This is an optimization exercise on Yosys and OpenROAD, whose aim is small area, a short achievable clock period and few clock cycles, not a production implementation.
The RTL was checked by simulation tests, not by an equivalence proof against the original design.
Power is estimated from default activity; no workload was simulated.

==> flow/design.v (excerpt) <==
module cpu_8bit (
    input wire clk,
    input wire reset,
    input wire [7:0] data_in,
    output wire [7:0] data_out,
    output wire [7:0] address,
    output wire mem_write
);
Size in the first run: about 270 cells after synthesis, about 27 flip-flops, ~27 I/O pins, about 1900 sq um of cells after synthesis.
==> flow/config.mk <==
export PLATFORM = sky130hd
export DESIGN_NAME = cpu_8bit
export DESIGN_NICKNAME = cpu_8bit
export VERILOG_FILES = /design/flow/design.v
export SDC_FILE = /design/flow/constraint.sdc
export NUM_CORES = 4
export LEC_CHECK = 0
export ABC_AREA = 1
export CAP_MARGIN = 20
export CORE_MARGIN = 2
export CORE_UTILIZATION = 40
export SETUP_SLACK_MARGIN = 2.0
export SLEW_MARGIN = 20
==> flow/constraint.sdc <==
create_clock -name core_clock -period 4.0 [get_ports {clk}]
set_input_delay 0.8000 -clock core_clock [delete_from_list [all_inputs] [get_ports {clk}]]
set_output_delay 0.8000 -clock core_clock [all_outputs]
set_load 0.01 [all_outputs]
standard.sh (not shown) runs the stock make flow with config.mk's settings and CLKGATE_MAP_FILE= SYNTH_SCRIPT=/design/flow/synth_recipe.tcl, a recipe that flattens the netlist after the stock synthesis.
==> flow/flow/run.sh <==
#!/bin/bash
# Standard layout, except:
#  - synthesis maps with flow/abc.script and without full/half-adder cells,
#  - the ports get plain buffers,
#  - resizing may change a cell's footprint.
F=$(pwd)/flow
export FLOW_ABC_SCRIPT=$F/abc.script
export BUFFER_PORTS_ARGS="-buffer_cell sky130_fd_sc_hd__buf_2"
bash standard.sh SYNTH_SCRIPT=$F/synth_abc.tcl ADDER_MAP_FILE= MATCH_CELL_FOOTPRINT=0 finish > standard.log 2>&1
==> flow/flow/abc.script <==
strash
dch
map -a -B 0.9
topo
stime -c
buffer -c
upsize -c
dnsize -c
==> flow/flow/synth_abc.tcl <==
# synth_recipe.tcl with one change: abc runs the script in flow/abc.script
# instead of ORFS's abc_area.script. Everything else is the same.
proc synth {args} { yosys synth -nofsm -noshare {*}$args }
proc abc {args} {
  set i [lsearch -exact $args -script]
  if { $i >= 0 } { lset args [expr {$i + 1}] $::env(FLOW_ABC_SCRIPT) }
  yosys abc {*}$args
}
source $::env(SCRIPTS_DIR)/synth.tcl
# left out here: clear keep_hierarchy, flatten, clean up, hide names made inside functions, write 1_2_yosys.v
Testbench counts at the start, summed over its fixed seeds: cycles 52,861.
Edit:
==> flow/flow/run.sh (replaced) <==
#!/bin/bash
# Standard layout, except: no full/half-adder cells in synthesis, plain
# buffers on the ports, and resizing free to change a cell's footprint.
export BUFFER_PORTS_ARGS="-buffer_cell sky130_fd_sc_hd__buf_2"
bash standard.sh ADDER_MAP_FILE= MATCH_CELL_FOOTPRINT=0 finish > standard.log 2>&1
- SETUP_SLACK_MARGIN: 2.0 -> 2.3
removed: flow/flow/abc.script
removed: flow/flow/synth_abc.tcl
What happened:
- The changed run ran to the end with no violations
- routed wire length increases by 29%
- final area went up by 30%
- combinational power climbs by 21%
- synthesized area is higher by 14%
- core utilization goes up by 9.0 points
- final cell count increases by 25%
Edit:
- ABC_AREA: 1 -> 0
- SETUP_SLACK_MARGIN: 2.3 -> 2.0
=>
- The new run went through all stages and came out clean
- final cell count drops by roughly a tenth
- design area climbs slightly
- fmax fell by roughly a tenth
- first-iteration DRC count is lower by roughly a tenth
- combinational power rose by a few percent
- hold slack is worse by 0.041 ns
- worst setup slack is worse by 0.24 ns
- total power came out higher by a few percent
- register-to-register slack got worse by 0.50 ns
- clock power went down by a few percent
Edit:
==> flow/flow/run.sh (replaced) <==
#!/bin/bash
# Standard layout, except: no full/half-adder cells in synthesis, plain
# buffers on the ports, and resizing free to change a cell's footprint.
export BUFFER_PORTS_ARGS="-buffer_cell sky130_fd_sc_hd__buf_1"
bash standard.sh ADDER_MAP_FILE= MATCH_CELL_FOOTPRINT=0 finish > standard.log 2>&1
- ABC_AREA: 0 -> 1
=>
- routed wire length drops by about a fifth
- power falls by about a fifth
- area after synthesis drops by a few percent
- setup slack improved by 0.21 ns
- worst hold slack gets better by 0.023 ns
- cell area falls by a quarter to a third

---

## build 6
Another version of the RTL of cpu_8bit (not shown whole).
Size: about 27 I/O pins, about 0.0020 sq mm of cells after synthesis.
export LEC_CHECK = 0
export ABC_AREA = 1
export CAP_MARGIN = 20
export CORE_MARGIN = 2
export CORE_UTILIZATION = 50
export SETUP_SLACK_MARGIN = 2.0
export SLEW_MARGIN = 20
create_clock -name core_clock -period 4.0 [get_ports {clk}]
==> flow/flow/run.sh <==
#!/bin/bash
# Standard layout, except:
#  - synthesis maps with flow/abc.script and without full/half-adder cells,
#  - the ports get plain buffers,
#  - resizing may change a cell's footprint.
F=$(pwd)/flow
export FLOW_ABC_SCRIPT=$F/abc.script
export BUFFER_PORTS_ARGS="-buffer_cell sky130_fd_sc_hd__buf_2"
bash standard.sh SYNTH_SCRIPT=$F/synth_abc.tcl ADDER_MAP_FILE= MATCH_CELL_FOOTPRINT=0 finish > standard.log 2>&1
==> flow/flow/abc.script <==
strash
dch
map -a
topo
stime -c
buffer -c
upsize -c
dnsize -c
==> flow/flow/synth_abc.tcl <==
# synth_recipe.tcl with one change: abc runs the script in flow/abc.script
# instead of ORFS's abc_area.script. Everything else is the same.
proc synth {args} { yosys synth -nofsm -noshare {*}$args }
proc abc {args} {
  set i [lsearch -exact $args -script]
  if { $i >= 0 } { lset args [expr {$i + 1}] $::env(FLOW_ABC_SCRIPT) }
  yosys abc {*}$args
}
source $::env(SCRIPTS_DIR)/synth.tcl
# left out here: clear keep_hierarchy, flatten, clean up, hide names made inside functions, write 1_2_yosys.v
Build 6 completed every stage of the flow, and the final layout passed the timing, design-rule and antenna checks.
Testbench counts of build 6, summed over its fixed seeds: cycles 52,861.
Input-level comparison between build 81 and build 6:
Settings: changing CORE_UTILIZATION from 50 to 40; setting GPL_TIMING_DRIVEN to 0 for the first time.
Results
A origin of the worst setup path of data_in[6] is what build 6 shows, while ctrl.asel$_DFF_PP0_ belongs to build 81.
Compared build 81 vs build 6, and switching power is up in build 81.
Compare build 81 and build 6 | via count of the first global-routing pass higher: build 81
Compared build 81 vs build 6, and number of filler cells placed in the layout is up in build 81.
Compared with build 6, build 81 shows a die extent in x that is 7.5 um higher.
Edits applied to the flow inputs when going from build 81 to build 50:
Settings: putting CTS_BUF_LIST at sky130_fd_sc_hd__clkbuf_16 where nothing was set; clearing GPL_TIMING_DRIVEN, which used to be 0.
Relative to build 81, the weighted congestion at the end of routability-driven global placement of build 50 is higher by 0.024. Re final count of hold timing violations: no difference whatsoever between build 50 and build 81. Fraction of area in registers, build 50 and build 81: lower on build 81. Compare build 50 and build 81 | design area lower: build 50. [compare] base=build 81 new=build 50: critical path depth now smaller; power spent charging and discharging nets went up. For the timing-limited maximum frequency, build 50 came in about 4.3% higher than build 81 did. Build 50 — total global routing track utilization 0.22 points lower, build 81 as reference.
Modified inputs, build 59 compared to build 50
Settings: CTS_BUF_LIST removed (was sky130_fd_sc_hd__clkbuf_16).
==> flow/flow/abc.script <==
strash
dc2
dch
map -a -B 0.9
topo
stime -c
buffer -c
upsize -c
dnsize -c
### Flow results
No stage failed in build 59, and the final checks on the layout all came back clean. Diff build 50 -> build 59: part of the total power dissipated in the clock network shrank by 7.7 points, power decreased about 11%. The run with more routed wire is build 59, not build 50. In the flow results for build 59 and build 50, the basic-gate share of the synthesized area counting and, or, nand and nor cells is smaller on build 59.

port drivers added, routing unchanged:
In the flow no input, the clock included, has a driving cell. The finished layouts below were timed again as built, in two steps.
Step 1 sets driving cells, clkbuf_16 on the clock port and buf_2 on the other inputs (assumed; they add their load-dependent delay and slew).
Step 2 adds t to the input delays and takes it off the output delays; t is the mean of the earliest and latest rising clock arrival at the registers after step 1. Input paths then give back, and output paths get back, about the clock's delay inside the block.
Three values: no drivers, after step 1, after step 2; two values: the first two.
run | t, ns | slack for setup (ns) | hold slack, ns | latest minus earliest clock arrival (ns) | worst data-port slew with drivers (ns)
the first run of note 1 | 0.294 | 1.782 / 1.753 / 1.459 | 0.522 / 0.522 / 0.522 | 0.009 / 0.009 | 0.05
the second run of note 1 | 0.311 | 2.006 / 1.976 / 1.923 | 0.557 / 0.557 / 0.557 | 0.009 / 0.010 | 0.06
the third run of note 1 | 0.303 | 1.762 / 1.745 / 1.441 | 0.516 / 0.516 / 0.516 | 0.007 / 0.007 | 0.10
the fourth run of note 1 | 0.295 | 1.976 / 1.951 / 1.813 | 0.539 / 0.539 / 0.539 | 0.006 / 0.005 | 0.04
build 6 | 0.301 | 2.119 / 2.095 / 1.827 | 0.537 / 0.537 / 0.537 | 0.006 / 0.007 | 0.04
build 81 | 0.307 | 2.043 / 2.013 / 1.818 | 0.533 / 0.533 / 0.533 | 0.013 / 0.014 | 0.03
build 50 | 0.299 | 2.123 / 2.089 / 1.865 | 0.530 / 0.530 / 0.530 | 0.003 / 0.003 | 0.03
build 59 | 0.298 | 1.718 / 1.690 / 1.392 | 0.534 / 0.534 / 0.534 | 0.010 / 0.010 | 0.05
After both steps every run listed still meets setup and hold. For build 59, which loses most, drivers alone change the setup slack by -0.028 ns; drivers and shift together by -0.326 ns.
